Source: an optimization exercise on an open RTL-to-GDS flow (aim: small area, a short achievable clock period and few clock cycles per item). Production flows keep margins and buffers that such runs may drop.
No activity file was given, so power comes from the tool's default toggle rates.

Setup of job 105:
==> flow/design.v <==
`timescale 1 ns / 100 ps
module register_file (we, wd, regs_flat, clk);
  input clk;
  input [15:0] we;
  input [15:0] wd;
  output [255:0] regs_flat;
  reg [15:0] regs [0:15];
  integer j;
  always @(posedge clk)
    for (j = 0; j < 16; j = j + 1)
      if (we[j]) regs[j] <= wd;
  genvar k;
  generate for (k = 0; k < 16; k = k + 1) begin : g
    assign regs_flat[16*k +: 16] = regs[k];
  end endgenerate
endmodule
module addk (x, add1, add4, sub3, y);
  input [15:0] x;
  input add1, add4, sub3;
  output [15:0] y;
  wire a01 = x[1] & x[0];
  wire lo = add1 | sub3;             
  assign y[0] = x[0] ^ lo;
  assign y[1] = x[1] ^ (lo & x[0]);
  wire up = (add1 & a01) | add4;     
  wire dn = sub3 & ~a01;             
  genvar i;
  generate for (i = 2; i < 16; i = i + 1) begin : g
    wire p, z;
    if (i == 2) begin
      assign p = 1'b1; assign z = 1'b1;
    end else begin
      assign p = &x[i-1:2];
      assign z = ~|x[i-1:2];
    end
    assign y[i] = x[i] ^ ((up & p) | (dn & z));
  end endgenerate
endmodule
`timescale 1 ns / 100 ps
module ee457_lab7_P3 (CLK,RSTB,IMEM_ADDR,IMEM_DATA,WB_WRITE,WB_RA,WB_RD);
input CLK,RSTB;
output [5:0] IMEM_ADDR;
input [31:0] IMEM_DATA;
output reg WB_WRITE;
output reg [3:0] WB_RA;
output reg [15:0] WB_RD;
wire [15:0] wb_we = WB_WRITE ? (16'h0001 << WB_RA) : 16'h0000;
wire [255:0] regs_flat;
register_file RF (.we(wb_we), .wd(WB_RD), .regs_flat(regs_flat), .clk(CLK));
function [15:0] init_val(input integer k);
  init_val = (k == 15) ? 16'hffff : (k == 14) ? 16'hfff8 : (16'h0001 << k);
endfunction
reg [5:0] pc;
assign IMEM_ADDR = pc;
always @(posedge CLK, negedge RSTB)
  if (!RSTB) pc <= 6'd0;
  else pc <= pc + 6'd1;
reg id_v, ex_v;
reg [3:0] id_rd, ex_rd;
wire [3:0] if_rx = IMEM_DATA[3:0];
wire [15:0] if_sel = 16'h0001 << if_rx;
reg [15:0] written;
wire [15:0] ex_dec = ex_v ? (16'h0001 << ex_rd) : 16'h0000;
always @(posedge CLK, negedge RSTB)
  if (!RSTB) written <= 16'h0000;
  else written <= written | ex_dec;
wire if_hz  = id_v && id_rd == if_rx;             
wire if_byp = ex_v && ex_rd == if_rx && !if_hz;   
wire if_use = written[if_rx];
wire if_rf  = !if_hz && !if_byp;
reg id_add1, id_add4, id_sub3;
reg id_hz, id_byp, id_init;
reg [15:0] id_sel;    
reg [3:0] id_rx;
always @(posedge CLK, negedge RSTB)
  if (!RSTB) id_v <= 1'b0;
  else id_v <= |IMEM_DATA[31:28];
always @(posedge CLK) begin
  id_add1 <= IMEM_DATA[28];
  id_add4 <= IMEM_DATA[29];
  id_sub3 <= IMEM_DATA[30];
  id_rd   <= IMEM_DATA[7:4];
  id_rx   <= if_rx;
  id_hz   <= if_hz;
  id_byp  <= if_byp;
  id_init <= if_rf && !if_use;
  id_sel  <= if_sel & written & {16{if_rf}};
end
reg [15:0] rd_val;
integer k;
always @* begin
  rd_val = 16'h0000;
  for (k = 0; k < 16; k = k + 1)
    rd_val = rd_val | ({16{id_sel[k]}} & regs_flat[16*k +: 16]);
end
wire [15:0] ex_y;
wire [15:0] id_x = ({16{id_hz}} & ex_y) | ({16{id_byp}} & WB_RD) | rd_val
                 | ({16{id_init}} & init_val(id_rx));
reg ex_add1, ex_add4, ex_sub3;
reg [15:0] ex_a;
always @(posedge CLK, negedge RSTB)
  if (!RSTB) ex_v <= 1'b0;
  else ex_v <= id_v;
always @(posedge CLK) begin
  ex_a    <= id_x;
  ex_add1 <= id_add1; ex_add4 <= id_add4; ex_sub3 <= id_sub3;
  ex_rd   <= id_rd;
end
addk AK (.x(ex_a), .add1(ex_add1), .add4(ex_add4), .sub3(ex_sub3), .y(ex_y));
always @(posedge CLK, negedge RSTB)
  if (!RSTB) WB_WRITE <= 1'b0;
  else WB_WRITE <= ex_v;
always @(posedge CLK) begin
  WB_RD <= ex_y;
  WB_RA <= ex_rd;
end
endmodule
Settings: LEC_CHECK=0, ABC_CLOCK_PERIOD_IN_PS=1500, CAP_MARGIN=20, CORE_MARGIN=2, CORE_UTILIZATION=65, CTS_CLUSTER_DIAMETER=80, CTS_CLUSTER_SIZE=25, SETUP_SLACK_MARGIN=1.4, SLEW_MARGIN=20; clock period 3.0 ns.
standard.sh (not shown) runs the stock make flow with config.mk's settings and CLKGATE_MAP_FILE= SYNTH_SCRIPT=/design/flow/synth_recipe.tcl, a recipe that flattens the netlist after the stock synthesis.
==> flow/flow/run.sh <==
#!/bin/bash
# Layout flow: the standard ORFS flow (standard.sh) with these changes:
#  - ADDER_MAP_FILE empty: Yosys does not extract half/full adder cells, so
#    ABC maps all the combinational logic (registers are unchanged);
#  - DONT_USE_CELLS: the platform's list plus the slow 3/4-input OR/NOR
#    cells listed in flow/dont_use_extra.txt;
#  - MATCH_CELL_FOOTPRINT=0: timing repair may resize a gate to any cell of
#    the same function, not only one of the same footprint.
# The make output goes to run_make.log in this folder; ORFS's own per-step
# logs are under orfs/logs/.
set -uo pipefail
here=$(cd "$(dirname "$0")" && pwd)
base="$(grep -o 'sky130_fd_sc_hd__[a-z0-9_]*' "$FLOW_HOME/platforms/sky130hd/config.mk" | grep -e probe -e lpflow | tr '\n' ' ')"
extra="$(tr '\n' ' ' < "$here/dont_use_extra.txt")"
bash standard.sh ADDER_MAP_FILE= MATCH_CELL_FOOTPRINT=0 "DONT_USE_CELLS=$base $extra" finish > run_make.log 2>&1
status=$?
tail -n 40 run_make.log
exit $status
==> flow/flow/dont_use_extra.txt <==
sky130_fd_sc_hd__or4_1
sky130_fd_sc_hd__or4_2
sky130_fd_sc_hd__or4_4
sky130_fd_sc_hd__or4b_1
sky130_fd_sc_hd__or4b_2
sky130_fd_sc_hd__or4b_4
sky130_fd_sc_hd__or4bb_1
sky130_fd_sc_hd__or4bb_2
sky130_fd_sc_hd__or4bb_4
sky130_fd_sc_hd__nor4_1
sky130_fd_sc_hd__nor4_2
sky130_fd_sc_hd__nor4_4
sky130_fd_sc_hd__nor4b_1
sky130_fd_sc_hd__nor4b_2
sky130_fd_sc_hd__nor4b_4
sky130_fd_sc_hd__nor4bb_1
sky130_fd_sc_hd__nor4bb_2
sky130_fd_sc_hd__nor4bb_4
sky130_fd_sc_hd__or3_1
sky130_fd_sc_hd__or3_2
sky130_fd_sc_hd__or3_4
sky130_fd_sc_hd__or3b_1
sky130_fd_sc_hd__or3b_2
sky130_fd_sc_hd__or3b_4
Changes in job 103 relative to job 105:
==> flow/design.v <==
`timescale 1 ns / 100 ps
module register_file (we, wd, regs_flat, clk);
  input clk;
  input [15:0] we;
  input [15:0] wd;
  output [255:0] regs_flat;
  reg [15:0] regs [0:15];
  integer j;
  always @(posedge clk)
    for (j = 0; j < 16; j = j + 1)
      if (we[j]) regs[j] <= wd;
  genvar k;
  generate for (k = 0; k < 16; k = k + 1) begin : g
    assign regs_flat[16*k +: 16] = regs[k];
  end endgenerate
endmodule
module addk (x, add1, add4, sub3, t);
  input [15:0] x;
  input add1, add4, sub3;
  output [15:0] t;
  wire a01 = x[1] & x[0];
  wire lo = add1 | sub3;             
  assign t[0] = lo;
  assign t[1] = lo & x[0];
  wire up = (add1 & a01) | add4;     
  wire dn = sub3 & ~a01;             
  genvar i;
  generate for (i = 2; i < 16; i = i + 1) begin : g
    wire p, z;
    if (i == 2) begin
      assign p = 1'b1; assign z = 1'b1;
    end else begin
      assign p = &x[i-1:2];
      assign z = ~|x[i-1:2];
    end
    assign t[i] = (up & p) | (dn & z);
  end endgenerate
endmodule
`timescale 1 ns / 100 ps
module ee457_lab7_P3 (CLK,RSTB,IMEM_ADDR,IMEM_DATA,WB_WRITE,WB_RA,WB_RD);
input CLK,RSTB;
output [5:0] IMEM_ADDR;
input [31:0] IMEM_DATA;
output reg WB_WRITE;
output reg [3:0] WB_RA;
output reg [15:0] WB_RD;
reg [15:0] wb_we;
wire [255:0] regs_flat;
register_file RF (.we(wb_we), .wd(WB_RD), .regs_flat(regs_flat), .clk(CLK));
function [15:0] init_val(input integer k);
  init_val = (k == 15) ? 16'hffff : (k == 14) ? 16'hfff8 : (16'h0001 << k);
endfunction
reg [5:0] pc;
assign IMEM_ADDR = pc;
always @(posedge CLK, negedge RSTB)
  if (!RSTB) pc <= 6'd0;
  else pc <= pc + 6'd1;
reg id_v, ex_v;
reg [3:0] id_rd, ex_rd;
wire [3:0] if_rx = IMEM_DATA[3:0];
wire [15:0] if_sel = 16'h0001 << if_rx;
reg [15:0] written;
wire [15:0] ex_dec = ex_v ? (16'h0001 << ex_rd) : 16'h0000;
always @(posedge CLK, negedge RSTB)
  if (!RSTB) written <= 16'h0000;
  else written <= written | ex_dec;
wire [15:0] id_dec = id_v ? (16'h0001 << id_rd) : 16'h0000;
wire [15:0] k_rf   = written & ~id_dec & ~ex_dec;     
wire [15:0] k_init = ~written & ~id_dec & ~ex_dec;    
wire [15:0] k_byp  = ex_dec & ~id_dec;                
reg id_add1, id_add4, id_sub3;
reg id_hz, id_byp, id_init;
reg [15:0] id_sel;    
reg [3:0] id_rx;
always @(posedge CLK, negedge RSTB)
  if (!RSTB) id_v <= 1'b0;
  else id_v <= |IMEM_DATA[31:28];
always @(posedge CLK) begin
  id_add1 <= IMEM_DATA[28];
  id_add4 <= IMEM_DATA[29];
  id_sub3 <= IMEM_DATA[30];
  id_rd   <= IMEM_DATA[7:4];
  id_rx   <= if_rx;
  id_hz   <= |(if_sel & id_dec);
  id_byp  <= |(if_sel & k_byp);
  id_init <= |(if_sel & k_init);
  id_sel  <= if_sel & k_rf;
end
reg [15:0] ex_a;
reg [15:0] rd_val;
integer k;
always @* begin
  rd_val = 16'h0000;
  for (k = 0; k < 16; k = k + 1)
    rd_val = rd_val | ({16{id_sel[k]}} & regs_flat[16*k +: 16]);
end
wire [15:0] ex_t;
wire [15:0] id_x = ({16{id_hz}} & ex_a & ~ex_t) | ({16{id_hz}} & ~ex_a & ex_t)
                 | ({16{id_byp}} & WB_RD) | rd_val
                 | ({16{id_init}} & init_val(id_rx));
reg ex_add1, ex_add4, ex_sub3;
always @(posedge CLK, negedge RSTB)
  if (!RSTB) ex_v <= 1'b0;
  else ex_v <= id_v;
always @(posedge CLK) begin
  ex_a    <= id_x;
  ex_add1 <= id_add1; ex_add4 <= id_add4; ex_sub3 <= id_sub3;
  ex_rd   <= id_rd;
end
addk AK (.x(ex_a), .add1(ex_add1), .add4(ex_add4), .sub3(ex_sub3), .t(ex_t));
always @(posedge CLK, negedge RSTB)
  if (!RSTB) WB_WRITE <= 1'b0;
  else WB_WRITE <= ex_v;
always @(posedge CLK) begin
  WB_RD <= ex_a ^ ex_t;
  WB_RA <= ex_rd;
  wb_we <= ex_dec;    
end
endmodule
Results
Job 105 leaves more setup margin than job 103.
Re number of antenna violations at the first check in global routing: no difference whatsoever between job 103 and job 105.
Compared to job 105, job 103 has area of combinational cells with multiple inputs about 14% higher.
Looking at total chip power across both flows, job 103 is the weaker of the two, with job 105 ahead.
The last element of the critical path comes out ex_a[10] in one run and ex_a[8] in the other, namely in job 105 and job 103 respectively.
Job 103 against job 105: met3 routing resource usage after global routing fell by 0.35 points; sequential cell count went up by 16; switching part of the total now sits higher.
| final period demand of the worst path | job 103 vs job 105 | worse |
Function was not checked in any run of this note: the RTL went through the layout flow alone.

[static timing again, ports no longer ideal]
No port has a modelled driver above. Below, the same layouts with a new extraction and two added sets of constraints.
Step 1 assumes that a clkbuf_16 drives the clock port and a buf_2 every other input.
Step 2 also shifts input and output timing later by t, the mid clock arrival at the registers, as if the neighbouring blocks saw the same clock.
Three values: ideal, step 1, step 2; two values: the first two.
run | t (ns) | slack for setup (ns) | worst hold slack (ns) | worst register clock-pin slew, ns | pins driven straight from the clock port
job 105 | 0.554 | 1.325 / 1.277 / 1.092 | 0.064 / 0.037 / 0.332 | 0.10 / 0.10 | 1
job 103 | 0.564 | 1.278 / 1.262 / 0.747 | 0.339 / 0.335 / 0.339 | 0.10 / 0.10 | 1
After both steps every run listed still meets setup and hold. For job 103, which loses most, drivers alone change the setup slack by -0.016 ns; drivers and shift together by -0.531 ns.
